This design comes from an exercise in tuning for small area and a short achievable clock period on the open sky130 flow, not from production work.
In this exercise RTL edits were held to simulation tests only and were not proved equivalent to the original.
Power and IR drop assume default switching activity.

==> run a: inputs <==
==> flow/design.v <==
module pipeline_processor(
    input clk,
    input reset,
    input [31:0] instr,
    output [31:0] result
);
    reg [31:0] reg_file [0:31];
    reg [31:0] IF_instr, ID_instr, EX_instr, WB_instr;
    reg [31:0] IF_PC, ID_PC, EX_PC, WB_PC;
    reg [31:0] ALU_result, WB_data;
    always @(posedge clk or posedge reset) begin
        if (reset) begin
            IF_PC <= 0;
            IF_instr <= 32'b0;
        end else begin
            IF_instr <= instr;
            IF_PC <= IF_PC + 1;
        end
    end
    always @(posedge clk or posedge reset) begin
        if (reset) begin
            ID_instr <= 32'b0;
            ID_PC <= 0;
        end else begin
            ID_instr <= IF_instr;
            ID_PC <= IF_PC;
        end
    end
    always @(posedge clk or posedge reset) begin
        if (reset) begin
            EX_instr <= 32'b0;
            EX_PC <= 0;
            ALU_result <= 0;
        end else begin
            EX_instr <= ID_instr;
            EX_PC <= ID_PC;
            case (EX_instr[31:26])  
                6'b000000:  
                    case (EX_instr[5:0])
                        6'b100000: ALU_result <= reg_file[EX_instr[25:21]] + reg_file[EX_instr[20:16]];  
                        6'b100010: ALU_result <= reg_file[EX_instr[25:21]] - reg_file[EX_instr[20:16]];  
                        default: ALU_result <= 0;
                    endcase
                6'b100011:  
                    ALU_result <= reg_file[EX_instr[25:21]] + EX_instr[15:0];  
                default: ALU_result <= 0;
            endcase
        end
    end
    always @(posedge clk or posedge reset) begin
        if (reset) begin
            WB_instr <= 32'b0;
            WB_PC <= 0;
            WB_data <= 0;
        end else begin
            WB_instr <= EX_instr;
            WB_PC <= EX_PC;
            case (WB_instr[31:26])
                6'b000000: reg_file[WB_instr[15:11]] <= ALU_result;  
                6'b100011: reg_file[WB_instr[20:16]] <= ALU_result;  
                default: ;
            endcase
            WB_data <= ALU_result;
        end
    end
    assign result = WB_data;
endmodule
==> flow/run.sh <==
#!/bin/bash
# synth_recipe.tcl (not shown) runs the flow's synth.tcl, then flattens the netlist and writes it again
# the make line also repeats each setting of config.mk as NAME=value (left out here)
make -C /OpenROAD-flow-scripts/flow DESIGN_CONFIG=/design/flow/config.mk WORK_HOME=/design/flow/orfs CLKGATE_MAP_FILE= SYNTH_SCRIPT=/design/flow/synth_recipe.tcl finish
==> flow/config.mk <==
export PLATFORM = sky130hd
export DESIGN_NAME = pipeline_processor
export DESIGN_NICKNAME = pipeline_processor
export VERILOG_FILES = /design/flow/design.v
export SDC_FILE = /design/flow/constraint.sdc
export NUM_CORES = 4
export LEC_CHECK = 0
export CAP_MARGIN = 20
export CORE_MARGIN = 2
export CORE_UTILIZATION = 40
export SLEW_MARGIN = 20
==> flow/constraint.sdc <==
create_clock -name core_clock -period 8.0 [get_ports {clk}]
set_input_delay 1.6000 -clock core_clock [delete_from_list [all_inputs] [get_ports {clk}]]
set_output_delay 1.6000 -clock core_clock [all_outputs]
set_load 0.01 [all_outputs]
==> run b (differences from run a) <==
==> flow/design.v, changed modules only <==
module pipeline_processor(
    input clk,
    input reset,
    input [31:0] instr,
    output [31:0] result
);
    reg [31:0] reg_file [0:31];
    reg [31:0] s0_instr;
    reg        s0_valid;
    always @(posedge clk)
        s0_instr <= instr;
    always @(posedge clk or posedge reset)
        if (reset) s0_valid <= 1'b0;
        else       s0_valid <= 1'b1;
    wire [5:0] op    = s0_instr[31:26];
    wire [5:0] funct = s0_instr[5:0];
    wire is_r    = (op == 6'h00);
    wire is_load = (op == 6'h23);
    wire is_add  = is_r & (funct == 6'h20);
    wire is_sub  = is_r & (funct == 6'h22);
    reg [4:0]  s1_rs, s1_rt, s2_rs, s2_rt;
    reg [15:0] s1_imm, s2_imm;
    reg        s1_use_a, s1_use_b, s1_load, s1_sub, s1_wen;
    reg [4:0]  s1_wd;
    reg        s2_use_a, s2_use_b, s2_load, s2_sub, s2_wen;
    reg [4:0]  s2_wd;
    always @(posedge clk) begin
        s1_rs  <= s0_instr[25:21];
        s1_rt  <= s0_instr[20:16];
        s1_imm <= s0_instr[15:0];
        s2_rs  <= s1_rs;
        s2_rt  <= s1_rt;
        s2_imm <= s1_imm;
    end
    always @(posedge clk or posedge reset) begin
        if (reset) begin
            s1_use_a <= 1'b0; s1_use_b <= 1'b0; s1_load <= 1'b0; s1_sub <= 1'b0;
            s1_wen <= 1'b1; s1_wd <= 5'd0;
            s2_use_a <= 1'b0; s2_use_b <= 1'b0; s2_load <= 1'b0; s2_sub <= 1'b0;
            s2_wen <= 1'b1; s2_wd <= 5'd0;
        end else begin
            s1_use_a <= s0_valid & (is_add | is_sub | is_load);
            s1_use_b <= s0_valid & (is_add | is_sub);
            s1_load  <= s0_valid & is_load;
            s1_sub   <= s0_valid & is_sub;
            s1_wen   <= ~s0_valid | is_r | is_load;
            s1_wd    <= ~s0_valid ? 5'd0 : is_r ? s0_instr[15:11] : s0_instr[20:16];
            s2_use_a <= s1_use_a; s2_use_b <= s1_use_b; s2_load <= s1_load;
            s2_sub <= s1_sub; s2_wen <= s1_wen; s2_wd <= s1_wd;
        end
    end
    wire [31:0] sel_a = {31'd0, s2_use_a} << s2_rs;
    wire [31:0] sel_b = {31'd0, s2_use_b} << s2_rt;
    reg  [31:0] rd_a, rd_b;
    integer k;
    always @* begin
        rd_a = 32'd0;
        rd_b = {16'd0, s2_imm & {16{s2_load}}};
        for (k = 0; k < 32; k = k + 1) begin
            rd_a = rd_a | (reg_file[k] & {32{sel_a[k]}});
            rd_b = rd_b | (reg_file[k] & {32{sel_b[k]}});
        end
    end
    reg [31:0] s3_a, s3_b;
    reg        s3_sub, s3_wen;
    reg [4:0]  s3_wd;
    always @(posedge clk or posedge reset) begin
        if (reset) begin
            s3_a <= 32'd0; s3_b <= 32'd0; s3_sub <= 1'b0;
            s3_wen <= 1'b1; s3_wd <= 5'd0;
        end else begin
            s3_a <= rd_a; s3_b <= rd_b ^ {32{s2_sub}}; s3_sub <= s2_sub;
            s3_wen <= s2_wen; s3_wd <= s2_wd;
        end
    end
    wire [32:0] sum_x = {s3_a, 1'b1} + {s3_b, s3_sub};
    wire [31:0] sum = sum_x[32:1];
    reg [31:0] res;
    always @(posedge clk or posedge reset)
        if (reset) res <= 32'd0;
        else       res <= sum;
    always @(posedge clk)
        if (s3_wen) reg_file[s3_wd] <= sum;
    assign result = res;
endmodule
--- a/flow/config.mk
+++ b/flow/config.mk
@@ -9,3 +9,4 @@
 export CORE_MARGIN = 2
-export CORE_UTILIZATION = 40
+export CORE_UTILIZATION = 55
+export SETUP_SLACK_MARGIN = 4.5
 export SLEW_MARGIN = 20
==> run c (differences from run a) <==
==> flow/design.v, changed modules only <==
module pipeline_processor(
    input clk,
    input reset,
    input [31:0] instr,
    output [31:0] result
);
    reg [31:0] reg_file [0:31];
    reg [31:0] s0_instr;
    reg        s0_valid;
    always @(posedge clk)
        s0_instr <= instr;
    always @(posedge clk or posedge reset)
        if (reset) s0_valid <= 1'b0;
        else       s0_valid <= 1'b1;
    wire [5:0] op    = s0_instr[31:26];
    wire [5:0] funct = s0_instr[5:0];
    wire is_r    = (op == 6'h00);
    wire is_load = (op == 6'h23);
    wire is_add  = is_r & (funct == 6'h20);
    wire is_sub  = is_r & (funct == 6'h22);
    reg [4:0]  s1_rs, s1_rt, s2_rs, s2_rt;
    reg [15:0] s1_imm, s2_imm;
    reg        s1_use_a, s1_use_b, s1_load, s1_sub, s1_wen;
    reg [4:0]  s1_wd;
    reg        s2_use_a, s2_use_b, s2_load, s2_sub, s2_wen;
    reg [4:0]  s2_wd;
    always @(posedge clk) begin
        s1_rs  <= s0_instr[25:21];
        s1_rt  <= s0_instr[20:16];
        s1_imm <= s0_instr[15:0];
        s2_rs  <= s1_rs;
        s2_rt  <= s1_rt;
        s2_imm <= s1_imm;
    end
    always @(posedge clk or posedge reset) begin
        if (reset) begin
            s1_use_a <= 1'b0; s1_use_b <= 1'b0; s1_load <= 1'b0; s1_sub <= 1'b0;
            s1_wen <= 1'b1; s1_wd <= 5'd0;
            s2_use_a <= 1'b0; s2_use_b <= 1'b0; s2_load <= 1'b0; s2_sub <= 1'b0;
            s2_wen <= 1'b1; s2_wd <= 5'd0;
        end else begin
            s1_use_a <= s0_valid & (is_add | is_sub | is_load);
            s1_use_b <= s0_valid & (is_add | is_sub);
            s1_load  <= s0_valid & is_load;
            s1_sub   <= s0_valid & is_sub;
            s1_wen   <= ~s0_valid | is_r | is_load;
            s1_wd    <= ~s0_valid ? 5'd0 : is_r ? s0_instr[15:11] : s0_instr[20:16];
            s2_use_a <= s1_use_a; s2_use_b <= s1_use_b; s2_load <= s1_load;
            s2_sub <= s1_sub; s2_wen <= s1_wen; s2_wd <= s1_wd;
        end
    end
    wire [31:0] sel_a = {31'd0, s2_use_a} << s2_rs;
    wire [31:0] sel_b = {31'd0, s2_use_b} << s2_rt;
    reg  [31:0] rd_a, rd_b;
    integer k;
    always @* begin
        rd_a = 32'd0;
        rd_b = {16'd0, s2_imm & {16{s2_load}}};
        for (k = 0; k < 32; k = k + 1) begin
            rd_a = rd_a | (reg_file[k] & {32{sel_a[k]}});
            rd_b = rd_b | (reg_file[k] & {32{sel_b[k]}});
        end
    end
    reg [31:0] s3_a, s3_b;
    reg        s3_sub, s3_wen;
    reg [4:0]  s3_wd;
    always @(posedge clk or posedge reset) begin
        if (reset) begin
            s3_a <= 32'd0; s3_b <= 32'd0; s3_sub <= 1'b0;
            s3_wen <= 1'b1; s3_wd <= 5'd0;
        end else begin
            s3_a <= rd_a; s3_b <= rd_b ^ {32{s2_sub}}; s3_sub <= s2_sub;
            s3_wen <= s2_wen; s3_wd <= s2_wd;
        end
    end
    wire [32:0] sum_x = {s3_a, 1'b1} + {s3_b, s3_sub};
    wire [31:0] sum = sum_x[32:1];
    reg [31:0] res;
    always @(posedge clk or posedge reset)
        if (reset) res <= 32'd0;
        else       res <= sum;
    always @(posedge clk)
        if (s3_wen) reg_file[s3_wd] <= sum;
    assign result = res;
endmodule
--- a/flow/config.mk
+++ b/flow/config.mk
@@ -10,2 +10,3 @@
 export CORE_UTILIZATION = 40
+export SETUP_SLACK_MARGIN = 4.5
 export SLEW_MARGIN = 20
==> run notes <==
- In run b the total power is smaller than in run c, by 2.1%.
- Worst setup slack: run b is higher than run a (3.6 ns).
- The highest hold slack belongs to run a, the lowest to run c.
- Against run b, the die area of run c is larger by about 37%.
- Via count, lowest first: run c, run b, run a.
- Against run a, the sequential share of layout area of run b is higher by 5.8 points.
- The lowest clock power belongs to run b, the highest to run c.
- Critical path depth, lowest first: run b, run c, run a.
==> figures <==
| quantity | run a | run b | run c |
|---|---|---|---|
| Run status | complete, no violations | complete, no violations | complete, no violations |
| Total number of H-tree levels | 4 | 3 | 4 |
| Sequential share of cell area | 56.4% | 62.2% | 61.7% |
| Multi-input logic cell count | 2669 | 1815 | 1815 |
| Register clock-pin slew on the reported worst setup and hold paths | 0.06 ns | 0.07 ns | 0.06 ns |
| Count of plain and timing-repair buffers | 304 | 216 | 200 |
| Overall Global Routing Usage | 39.6% | 50.5% | 35.4% |
| Critical Path Sink | ALU_result[30]$_DFF_PP0_ | s3_a[18]$_DFF_PP0_ | s3_b[6]$_DFF_PP0_ |
| Power per Cell Area | 238 mW/mm^2 | 230 mW/mm^2 | 233 mW/mm^2 |
| Nets | 4417 | 3461 | 3455 |
| # diodes | 25 | 16 | 9 |
| Leakage Power | 0.0216 uW | 0.0207 uW | 0.0207 uW |
| Filler-free cell count of the finished design | 6234 | 4681 | 5127 |
| Power dissipated in combinational cells | - | 144 uW | 146 uW |
| GRT met3 Usage | 17.5% | 26.2% | 15.5% |
| Parity-gate share of the synthesized area counting xor and xnor cells | 1.31% | 0.921% | 0.921% |
| Placement-stage cell area | 0.0580 sq mm | 0.0525 sq mm | 0.0530 sq mm |

-- port drivers added, routing unchanged --
Ports are ideal in the flow. The routed layouts listed here were re-timed in OpenROAD.
Step 1 (the two cells are an assumption about what drives the block):
set clk [get_ports {clk}]
set_driving_cell -lib_cell sky130_fd_sc_hd__clkbuf_16 $clk
set_driving_cell -lib_cell sky130_fd_sc_hd__buf_2 [delete_from_list [all_inputs] $clk]
Step 2, shift: input delay + t, output delay - t, t = (earliest + latest rising clock arrival at the registers) / 2. This alone moves slack from input paths to output paths.
a / b / c = ideal / step 1 / step 2; a / b = the first two.
run | t (ns) | slack for setup (ns) | slew at the worst register clock pin (ns)
run a | 0.872 | 0.621 / 0.621 / 0.621 | 0.07 / 0.07
run b | 0.795 | 4.246 / 4.246 / 4.246 | 0.07 / 0.07
run c | 0.827 | 4.510 / 4.482 / 4.510 | 0.07 / 0.07
After both steps setup and hold are still met in every run listed.
